Background: an optimization exercise with open tools, aiming at small area and a short achievable clock period. Do not read the settings as production practice. RTL that was checked went through simulation tests only; none was proved equivalent to the original. Power is estimated from default activity; no workload was simulated.

==> flow/design.v (excerpt) <==
module rv32_core_lsu (
  input  logic        clk_i,
  input  logic        rst_i,
  input  logic [31:0] instr_i,
  output logic [31:0] instr_addr_o,
  output logic        mem_req_o,
  output logic        mem_we_o,
  output logic [ 3:0] mem_be_o,
  output logic [31:0] mem_addr_o,
  output logic [31:0] mem_wd_o,
  input  logic [31:0] mem_rd_i,
  input  logic        mem_ready_i,
  input  logic        irq_req_i,
  output logic        irq_ret_o
);
Size in the first run: roughly 4,500 cells after synthesis, roughly 0.060 mm2 of cells after synthesis.
clock: 25.0 ns
lec_check: 0
cap_margin: 10
core_margin: 2
core_utilization: 54
slew_margin: 10
synth_hierarchical: 1
standard.sh (not shown) runs the stock make flow with config.mk's settings and CLKGATE_MAP_FILE= SYNTH_SCRIPT=/design/flow/synth_recipe.tcl, a recipe that flattens the netlist after the stock synthesis.
==> flow/flow/run.sh <==
#!/bin/bash
# Standard ORFS layout (the standard.sh, unchanged synthesis), with:
#  - small port buffers (every port still gets one);
#  - smaller clock buffers in larger clusters.
# Each step's full log is in synth.log / layout.log here and in orfs/logs/.
set -euo pipefail
bash standard.sh synth > synth.log 2>&1
bash standard.sh SETUP_SLACK_MARGIN=11.75 TNS_END_PERCENT=5 \
  "BUFFER_PORTS_ARGS=-buffer_cell sky130_fd_sc_hd__buf_2" \
  CTS_CLUSTER_SIZE=16 CTS_CLUSTER_DIAMETER=40 CTS_BUF_LIST=sky130_fd_sc_hd__clkbuf_8 \
  finish > layout.log 2>&1
The baseline completed without violations.
Rerun with:
--- a/flow/flow/run.sh
+++ b/flow/flow/run.sh
@@ -6,6 +6,6 @@
 set -euo pipefail
 bash standard.sh synth > synth.log 2>&1
-bash standard.sh SETUP_SLACK_MARGIN=11.75 TNS_END_PERCENT=5 \
+bash standard.sh SETUP_SLACK_MARGIN=11.75 TNS_END_PERCENT=20 \
   "BUFFER_PORTS_ARGS=-buffer_cell sky130_fd_sc_hd__buf_2" \
-  CTS_CLUSTER_SIZE=16 CTS_CLUSTER_DIAMETER=40 CTS_BUF_LIST=sky130_fd_sc_hd__clkbuf_8 \
+  CTS_CLUSTER_SIZE=22 CTS_CLUSTER_DIAMETER=50 CTS_BUF_LIST=sky130_fd_sc_hd__clkbuf_8 \
   finish > layout.log 2>&1
- register-to-register slack degrades by 0.31 ns
- design area climbs by 1.0%
- clock-buffer cell count drops by 40
- worst hold slack stays flat
- power drops by about 4.3%
- non-clock buffer count climbs by 37
- die area is unchanged
- synthesized cell count does not change

========
rv32_core_lsu, a different RTL version from the one above (not shown whole).
Size: roughly 6300 cells after synthesis, ~1200 flip-flops, roughly 170 I/O pins, ~66000 sq um of cells after synthesis.
export LEC_CHECK = 0
export CAP_MARGIN = 20
export CORE_MARGIN = 2
export CORE_UTILIZATION = 40
export SLEW_MARGIN = 20
create_clock -name core_clock -period 25.0 [get_ports {clk_i}]
==> flow/flow/run.sh <==
#!/bin/bash
set -euo pipefail
bash standard.sh synth > synth.log 2>&1
bash standard.sh SETUP_SLACK_MARGIN=11 finish > layout.log 2>&1
Edit:
==> flow/flow/run.sh (replaced) <==
#!/bin/bash
set -euo pipefail
bash standard.sh synth > synth.log 2>&1
bash standard.sh SETUP_SLACK_MARGIN=11 CORE_UTILIZATION=65 finish > layout.log 2>&1
=> The changed run did not get past 5_1_grt with GRT-0116. Area after synthesis stays the same. Synthesized cell count stays the same.
No run of this note included a check of the RTL's function; only the layout flow was run.

========
Another version of the RTL of rv32_core_lsu (not shown whole).
Size: ~170 I/O pins.
==> flow/design.v (excerpt) <==
module rv32_core_lsu (
  input  logic        clk_i,
  input  logic        rst_i,
  input  logic [31:0] instr_i,
  output logic [31:0] instr_addr_o,
  output logic        mem_req_o,
  output logic        mem_we_o,
  output logic [ 3:0] mem_be_o,
  output logic [31:0] mem_addr_o,
  output logic [31:0] mem_wd_o,
  input  logic [31:0] mem_rd_i,
  input  logic        mem_ready_i,
  input  logic        irq_req_i,
  output logic        irq_ret_o
);
  logic [31:0] pc;
  logic        exc_h, irq_h;    
  logic        lsu_busy;        
  logic [31:0] ins;
  assign ins = instr_i;
  logic [4:0] opc;
  logic [2:0] f3;
  logic [6:0] f7;
  assign opc = ins[6:2];
  assign f3  = ins[14:12];
  assign f7  = ins[31:25];
  logic q;
  assign q = (ins[1:0] == 2'b11);
  logic op_load, op_misc, op_imm, op_auipc, op_store, op_op, op_lui, op_br, op_jalr, op_jal, op_sys;
  assign op_load  = q && opc == 5'b00000;
  assign op_misc  = q && opc == 5'b00011;
  assign op_imm   = q && opc == 5'b00100;
  assign op_auipc = q && opc == 5'b00101;
  assign op_store = q && opc == 5'b01000;
  assign op_op    = q && opc == 5'b01100;
  assign op_lui   = q && opc == 5'b01101;
  assign op_br    = q && opc == 5'b11000;
  assign op_jalr  = q && opc == 5'b11001;
  assign op_jal   = q && opc == 5'b11011;
  assign op_sys   = q && opc == 5'b11100;
  logic f7_zero, f7_alt;
  assign f7_zero = (f7 == 7'h00);
  assign f7_alt  = (f7 == 7'h20);
  logic ld_ok, st_ok, br_ok, op_ok, imm_ok, csr_ok, is_mret;
  assign ld_ok   = !(f3 == 3'd3 || f3 == 3'd6 || f3 == 3'd7);
  assign st_ok   = (f3 == 3'd0 || f3 == 3'd1 || f3 == 3'd2);
  ...
export LEC_CHECK = 0
export CAP_MARGIN = 10
export CORE_MARGIN = 2
export CORE_UTILIZATION = 54
export SLEW_MARGIN = 10
export SYNTH_HIERARCHICAL = 1
create_clock -name core_clock -period 25.0 [get_ports {clk_i}]
==> flow/flow/run.sh <==
#!/bin/bash
# Standard ORFS layout (the standard.sh, unchanged synthesis), with:
#  - combinational cells put at their smallest drive strength before floorplanning
#    (flow/downsize.tcl, through ORFS's PRE_FLOORPLAN_TCL hook); the repair steps
#    size up what timing, slew and capacitance need;
#  - denser global placement;
#  - small port buffers (every port still gets one);
#  - smaller clock buffers in larger clusters.
# Each step's full log is in synth.log / layout.log here and in orfs/logs/.
set -euo pipefail
bash standard.sh synth > synth.log 2>&1
bash standard.sh SETUP_SLACK_MARGIN=11.75 TNS_END_PERCENT=5 PLACE_DENSITY=0.75 \
  "PRE_FLOORPLAN_TCL=$PWD/flow/downsize.tcl" \
  "BUFFER_PORTS_ARGS=-buffer_cell sky130_fd_sc_hd__buf_2" \
  CTS_CLUSTER_SIZE=19 CTS_CLUSTER_DIAMETER=45 CTS_BUF_LIST=sky130_fd_sc_hd__clkbuf_8 \
  finish > layout.log 2>&1
==> flow/flow/downsize.tcl <==
# Sourced by ORFS's floorplan step (PRE_FLOORPLAN_TCL), after it loads the synthesized
# netlist: put every combinational cell at the smallest drive strength of its function.
# The floorplan, placement and CTS repair steps then size up what timing, slew and
# capacitance need. Flip-flops are left as synthesis made them.
set db [ord::get_db]
set n 0
set saved 0
foreach inst [[ord::get_db_block] getInsts] {
  set master [$inst getMaster]
  set name [$master getName]
  if {![regexp {^(sky130_fd_sc_hd__[a-z0-9]+)_([0-9]+)$} $name -> base size]} { continue }
  if {[regexp {df|dl|sdf|edf|conb|tap|fill|decap|diode} $base]} { continue }
  set best $master
  set best_area [expr {[$master getWidth] * [$master getHeight]}]
  foreach s {0 1 2 4 6 8 12 16} {
    set cand [$db findMaster "${base}_$s"]
    if {$cand == "NULL" || $cand == ""} { continue }
    set a [expr {[$cand getWidth] * [$cand getHeight]}]
    if {$a < $best_area} {
      set best $cand
      set best_area $a
    }
  }
  if {$best != $master} {
    set saved [expr {$saved + [$master getWidth] * [$master getHeight] - $best_area}]
    $inst swapMaster $best
    incr n
  }
}
puts "downsize: $n cells set to their smallest drive strength, [expr {$saved / 1e6}] um2 less"
Edit:
--- a/flow/flow/run.sh
+++ b/flow/flow/run.sh
@@ -11,6 +11,6 @@
 bash standard.sh synth > synth.log 2>&1
-bash standard.sh SETUP_SLACK_MARGIN=11.75 TNS_END_PERCENT=5 PLACE_DENSITY=0.75 \
+bash standard.sh SETUP_SLACK_MARGIN=11.75 TNS_END_PERCENT=5 PLACE_DENSITY=0.72 \
   "PRE_FLOORPLAN_TCL=$PWD/flow/downsize.tcl" \
   "BUFFER_PORTS_ARGS=-buffer_cell sky130_fd_sc_hd__buf_2" \
-  CTS_CLUSTER_SIZE=19 CTS_CLUSTER_DIAMETER=45 CTS_BUF_LIST=sky130_fd_sc_hd__clkbuf_8 \
+  CTS_CLUSTER_SIZE=16 CTS_CLUSTER_DIAMETER=40 CTS_BUF_LIST=sky130_fd_sc_hd__clkbuf_8 \
   finish > layout.log 2>&1
Total power climbs by a few percent. Wire length climbs slightly. Design area barely changes. Core utilization climbs by 0.18 points. First-iteration DRC count drops by a few percent. Maximum frequency climbs slightly. Worst setup slack gets better by 0.082 ns. Global-route usage climbs by 1.2 points. Critical path depth drops by 14. Hold slack gets better by 0.011 ns.

port drivers added, routing unchanged:
Ports are ideal in the flow. The routed layouts listed here were re-timed in OpenROAD.
Step 1 assumes that a clkbuf_16 drives the clock port and a buf_2 every other input.
Step 2 times the ports against the registers' clock, not the clock port: input delays grow and output delays shrink by t, the midpoint of the rising clock arrivals with the driver on.
a / b / c = no drivers / after step 1 / after step 2; a / b = the first two.
run	shift t [ns]	setup WS [ns]	latest minus earliest clock arrival (ns)	slew at the worst register clock pin (ns)	worst data-port slew with drivers (ns)
the first run of note 1	0.977	11.182 / 11.154 / 11.154	0.055 / 0.055	0.10 / 0.10	0.05
the second run of note 1	0.924	11.437 / 11.325 / 11.125	0.100 / 0.100	0.12 / 0.12	0.25
the first run of note 2	0.904	10.238 / 10.130 / 10.057	0.088 / 0.087	0.07 / 0.07	0.23
the first run of note 3	0.922	11.483 / 11.509 / 10.601	0.078 / 0.078	0.12 / 0.12	0.05
the second run of note 3	0.933	11.565 / 11.523 / 11.129	0.060 / 0.060	0.10 / 0.10	0.11
After both steps setup and hold are still met in every run listed. The setup slack of the first run of note 3, which loses most, moves by +0.026 ns with the drivers and by -0.882 ns with both steps.
